Background: an optimization exercise with open tools, aiming at small area. Do not read the settings as production practice.
Function was checked by simulation only, so behaviour that the tests miss may differ from the original.
Power and IR drop assume default switching activity.

## the reference run
==> flow/design.v (excerpt) <==
module arya (
	input clk,
	input reset,
	input en,
	output [7:0] imem_addr_out,
	input [31:0] imem_data_in,
	input [63:0] datamem_data_in,
	input [1:0] start_thread,
	input [1:0] debug_commands,
	input [1:0] action_data_in,
	input action_wen,
	input [0:0] action_thread_id_in,
	output [15:0] datamem_addr_out,
	output [127:0] datamem_data_out,
	output [1:0] datamem_we_out,
	output [0:0] thread_id_out,
	output [1:0] thread_busy,
	output [1:0] thread_done,
	output reg [31:0] halt_counter_out
);
Size: roughly 4300 cells after synthesis, ~1400 flip-flops, ~300 I/O pins, roughly 61000 sq um of cells after synthesis.
==> flow/config.mk <==
export PLATFORM = sky130hd
export DESIGN_NAME = arya
export DESIGN_NICKNAME = arya
export VERILOG_FILES = /design/flow/design.v
export SDC_FILE = /design/flow/constraint.sdc
export NUM_CORES = 4
export LEC_CHECK = 0
export CAP_MARGIN = 20
export CORE_MARGIN = 2
export CORE_UTILIZATION = 65
export CTS_BUF_LIST = sky130_fd_sc_hd__clkbuf_8
export CTS_CLUSTER_DIAMETER = 60
export CTS_CLUSTER_SIZE = 14
export PLACE_DENSITY = 0.75
export SETUP_SLACK_MARGIN = 0.2
export SLEW_MARGIN = 20
==> flow/constraint.sdc <==
create_clock -name core_clock -period 7.0 [get_ports {clk}]
set_input_delay 1.4000 -clock core_clock [delete_from_list [all_inputs] [get_ports {clk}]]
set_output_delay 1.4000 -clock core_clock [all_outputs]
set_load 0.01 [all_outputs]
standard.sh (not shown) runs the stock make flow with config.mk's settings and CLKGATE_MAP_FILE= SYNTH_SCRIPT=/design/flow/synth_recipe.tcl, a recipe that flattens the netlist after the stock synthesis.
==> flow/flow/run.sh <==
#!/bin/bash
# Layout flow: the standard ORFS flow with two changes.
#  1. Synthesis is the standard synthesis script (synth_recipe.tcl) except that
#     ABC maps the combinational logic with an area-oriented script (balanced first)
#     (flow/abc_area.script); the flip-flops are mapped before ABC runs, so
#     the registers are the standard synthesis's.
#  2. Port buffers are sky130_fd_sc_hd__buf_1 cells (every input and output
#     port still gets its buffer).
# Everything else (floorplan, power grid, tap cells, placement, CTS, routing,
# finish) is standard.sh's make run. Each tool's output goes to the ORFS logs
# under orfs/logs; make's own output goes to flow_make.log here.
set -euo pipefail
W=$(pwd)
{
	echo "proc abc {args} { set i [lsearch \$args -script]; if {\$i >= 0} { lset args [expr {\$i + 1}] {$W/flow/abc_area.script} }; yosys abc {*}\$args }"
	cat "$W/synth_recipe.tcl"
} > "$W/own_synth.tcl"
sed -e "s#SYNTH_SCRIPT=[^ ]*#SYNTH_SCRIPT=$W/own_synth.tcl#" \
	-e "s#\"\${@:-finish}\"#'BUFFER_PORTS_ARGS=-buffer_cell sky130_fd_sc_hd__buf_1' \"\${@:-finish}\"#" \
	"$W/standard.sh" > "$W/own_standard.sh"
grep -q own_synth.tcl "$W/own_standard.sh"
grep -q BUFFER_PORTS_ARGS "$W/own_standard.sh"
bash "$W/own_standard.sh" > "$W/flow_make.log" 2>&1
test -f "$W/out/final.def"
==> flow/flow/abc_area.script <==
strash
&get -n
&st
&b -d
&dch
&nf -R 20
&put
Input-level comparison between the trial run and the reference run:
==> flow/flow/abc_area.script <==
strash
&get -n
&st
&b -d
&dch
&nf -R 20 -C 32 -F 8 -A 4
&put
==> comparison <==
The power in the clock group number comes out higher for the trial run vs the reference run. Taking the reference run as the reference, in the trial run cell area shows a reduction of 0.34%; routed wire length shows a reduction of 2.3%. On final hold slack, the trial run tracks the reference run almost exactly. In the trial run relative to the reference run, detailed placer's ending HPWL had gone down by a few percent. The trial run vs. the reference run: signed area change from the synthesized netlist to the final layout saw a decrease, logic gate share of total power moved down, non-clock buffer count rose by 0.65%. In the trial run the switching power share of the total turned out 0.78 points lower than in the reference run. The trial run vs the reference run, master of the slowest instance on the critical path: sky130_fd_sc_hd__o221ai_1 vs sky130_fd_sc_hd__nor2_4.

Another version of the RTL of arya (not shown whole).
Size: roughly 4500 cells after synthesis, ~1400 flip-flops, roughly 0.062 mm^2 of cells after synthesis.
==> flow/config.mk <==
export PLATFORM = sky130hd
export DESIGN_NAME = arya
export DESIGN_NICKNAME = arya
export VERILOG_FILES = /design/flow/design.v
export SDC_FILE = /design/flow/constraint.sdc
export NUM_CORES = 4
export LEC_CHECK = 0
export CAP_MARGIN = 20
export CORE_MARGIN = 2
export CORE_UTILIZATION = 45
export CTS_CLUSTER_DIAMETER = 80
export CTS_CLUSTER_SIZE = 20
export PLACE_DENSITY = 0.6
export SLEW_MARGIN = 20
==> flow/constraint.sdc <==
create_clock -name core_clock -period 7.0 [get_ports {clk}]
set_input_delay 1.4000 -clock core_clock [delete_from_list [all_inputs] [get_ports {clk}]]
set_output_delay 1.4000 -clock core_clock [all_outputs]
set_load 0.01 [all_outputs]
==> flow/flow/run.sh <==
#!/bin/bash
# Layout flow: the standard ORFS flow with two changes.
#  1. Synthesis is the standard synthesis script (synth_recipe.tcl) except that
#     ABC maps the combinational logic with an area-oriented script
#     (flow/abc_area.script); the flip-flops are mapped before ABC runs, so
#     the registers are the standard synthesis's.
#  2. Port buffers are sky130_fd_sc_hd__buf_1 cells (every input and output
#     port still gets its buffer).
# Everything else (floorplan, power grid, tap cells, placement, CTS, routing,
# finish) is standard.sh's make run. Each tool's output goes to the ORFS logs
# under orfs/logs; make's own output goes to flow_make.log here.
set -euo pipefail
W=$(pwd)
{
	echo "proc abc {args} { set i [lsearch \$args -script]; if {\$i >= 0} { lset args [expr {\$i + 1}] {$W/flow/abc_area.script} }; yosys abc {*}\$args }"
	cat "$W/synth_recipe.tcl"
} > "$W/own_synth.tcl"
sed -e "s#SYNTH_SCRIPT=[^ ]*#SYNTH_SCRIPT=$W/own_synth.tcl#" \
	-e "s#\"\${@:-finish}\"#'BUFFER_PORTS_ARGS=-buffer_cell sky130_fd_sc_hd__buf_1' \"\${@:-finish}\"#" \
	"$W/standard.sh" > "$W/own_standard.sh"
grep -q own_synth.tcl "$W/own_standard.sh"
grep -q BUFFER_PORTS_ARGS "$W/own_standard.sh"
bash "$W/own_standard.sh" > "$W/flow_make.log" 2>&1
test -f "$W/out/final.def"
==> flow/flow/abc_area.script <==
strash
&get -n
&st
&dch
&nf -a
&put
Change:
==> flow/run.sh (new file) <==
#!/bin/bash
# synth_recipe.tcl (not shown) runs the flow's synth.tcl, then flattens the netlist and writes it again
# the make line also repeats each setting of config.mk as NAME=value (left out here)
make -C /OpenROAD-flow-scripts/flow DESIGN_CONFIG=/design/flow/config.mk WORK_HOME=/design/flow/orfs CLKGATE_MAP_FILE= SYNTH_SCRIPT=/design/flow/synth_recipe.tcl finish
removed: flow/flow/run.sh
removed: flow/flow/abc_area.script
removed: flow/standard.sh
Effect: Setup slack gains 0.42 ns. Synthesized cell count increases by 15%. Hold slack improved by 0.011 ns. Utilization goes down by 1.1 points. Sequential share of layout area decreases by 2.2 points.

== S ==
arya, a different RTL version from the one above (not shown whole).
For scale: ~300 I/O pins, about 0.061 mm2 of cells after synthesis.
export LEC_CHECK = 0
export CAP_MARGIN = 20
export CORE_MARGIN = 2
export CORE_UTILIZATION = 65
export CTS_BUF_LIST = sky130_fd_sc_hd__clkbuf_8
export CTS_CLUSTER_DIAMETER = 60
export CTS_CLUSTER_SIZE = 14
export PLACE_DENSITY = 0.75
export SETUP_SLACK_MARGIN = 0.2
export SLEW_MARGIN = 20
create_clock -name core_clock -period 7.0 [get_ports {clk}]
==> flow/flow/run.sh <==
#!/bin/bash
# Layout flow: the standard ORFS flow with two changes.
#  1. Synthesis is the standard synthesis script (synth_recipe.tcl) except that
#     ABC maps the combinational logic with an area-oriented script (balanced first)
#     (flow/abc_area.script); the flip-flops are mapped before ABC runs, so
#     the registers are the standard synthesis's.
#  2. Port buffers are sky130_fd_sc_hd__buf_1 cells (every input and output
#     port still gets its buffer).
# Everything else (floorplan, power grid, tap cells, placement, CTS, routing,
# finish) is standard.sh's make run. Each tool's output goes to the ORFS logs
# under orfs/logs; make's own output goes to flow_make.log here.
set -euo pipefail
W=$(pwd)
{
	echo "proc abc {args} { set i [lsearch \$args -script]; if {\$i >= 0} { lset args [expr {\$i + 1}] {$W/flow/abc_area.script} }; yosys abc {*}\$args }"
	cat "$W/synth_recipe.tcl"
} > "$W/own_synth.tcl"
sed -e "s#SYNTH_SCRIPT=[^ ]*#SYNTH_SCRIPT=$W/own_synth.tcl#" \
	-e "s#\"\${@:-finish}\"#'BUFFER_PORTS_ARGS=-buffer_cell sky130_fd_sc_hd__buf_1' \"\${@:-finish}\"#" \
	"$W/standard.sh" > "$W/own_standard.sh"
grep -q own_synth.tcl "$W/own_standard.sh"
grep -q BUFFER_PORTS_ARGS "$W/own_standard.sh"
bash "$W/own_standard.sh" > "$W/flow_make.log" 2>&1
test -f "$W/out/final.def"
==> flow/flow/abc_area.script <==
strash
&get -n
&st
&b -d
&dch
&nf -R 20 -C 32 -F 8 -A 4
&put
S reached the final stage; the timing, DRC and antenna checks on its layout passed.
> inputs changed (S -> T)
==> flow/flow/abc_area.script <==
strash
&get -n
&st
&b -d
&dch
&nf -R 20
&put
In summary, T completed successfully, with a layout that passed the timing, DRC and antenna checks. Diff S -> T | critical path depth | decrease of about 4.5%. [compare] base=S new=T: final estimated routing congestion in global placement shows an increase of 6.7%, synthesized area per cell -1.5%.

what the ideal ports hide:
No port has a modelled driver above. Below, the same layouts with a new extraction and two added sets of constraints. Step 1: set_driving_cell puts a clkbuf_16 on clk and a buf_2 on each other input, an assumption about the parent block. Step 2, shift: input delay + t, output delay - t, t = (earliest + latest rising clock arrival at the registers) / 2. This alone moves slack from input paths to output paths. Slacks: ideal ports / drivers / drivers and shift; pairs: ideal ports / drivers.
run	t, ns	slack for setup (ns)	worst data-port slew with drivers (ns)	pins driven straight from the clock port
the reference run	0.915	0.255 / 0.255 / 0.255	0.09	1
the trial run	0.897	0.184 / 0.184 / 0.184	0.08	1
the first run of note 2	0.798	0.098 / 0.098 / 0.098	0.25	1
the second run of note 2	0.807	0.520 / 0.520 / 0.520	0.14	1
S	0.946	0.198 / 0.198 / 0.198	0.07	1
T	0.941	0.346 / 0.346 / 0.346	0.06	1
After both steps every run listed still meets setup and hold.
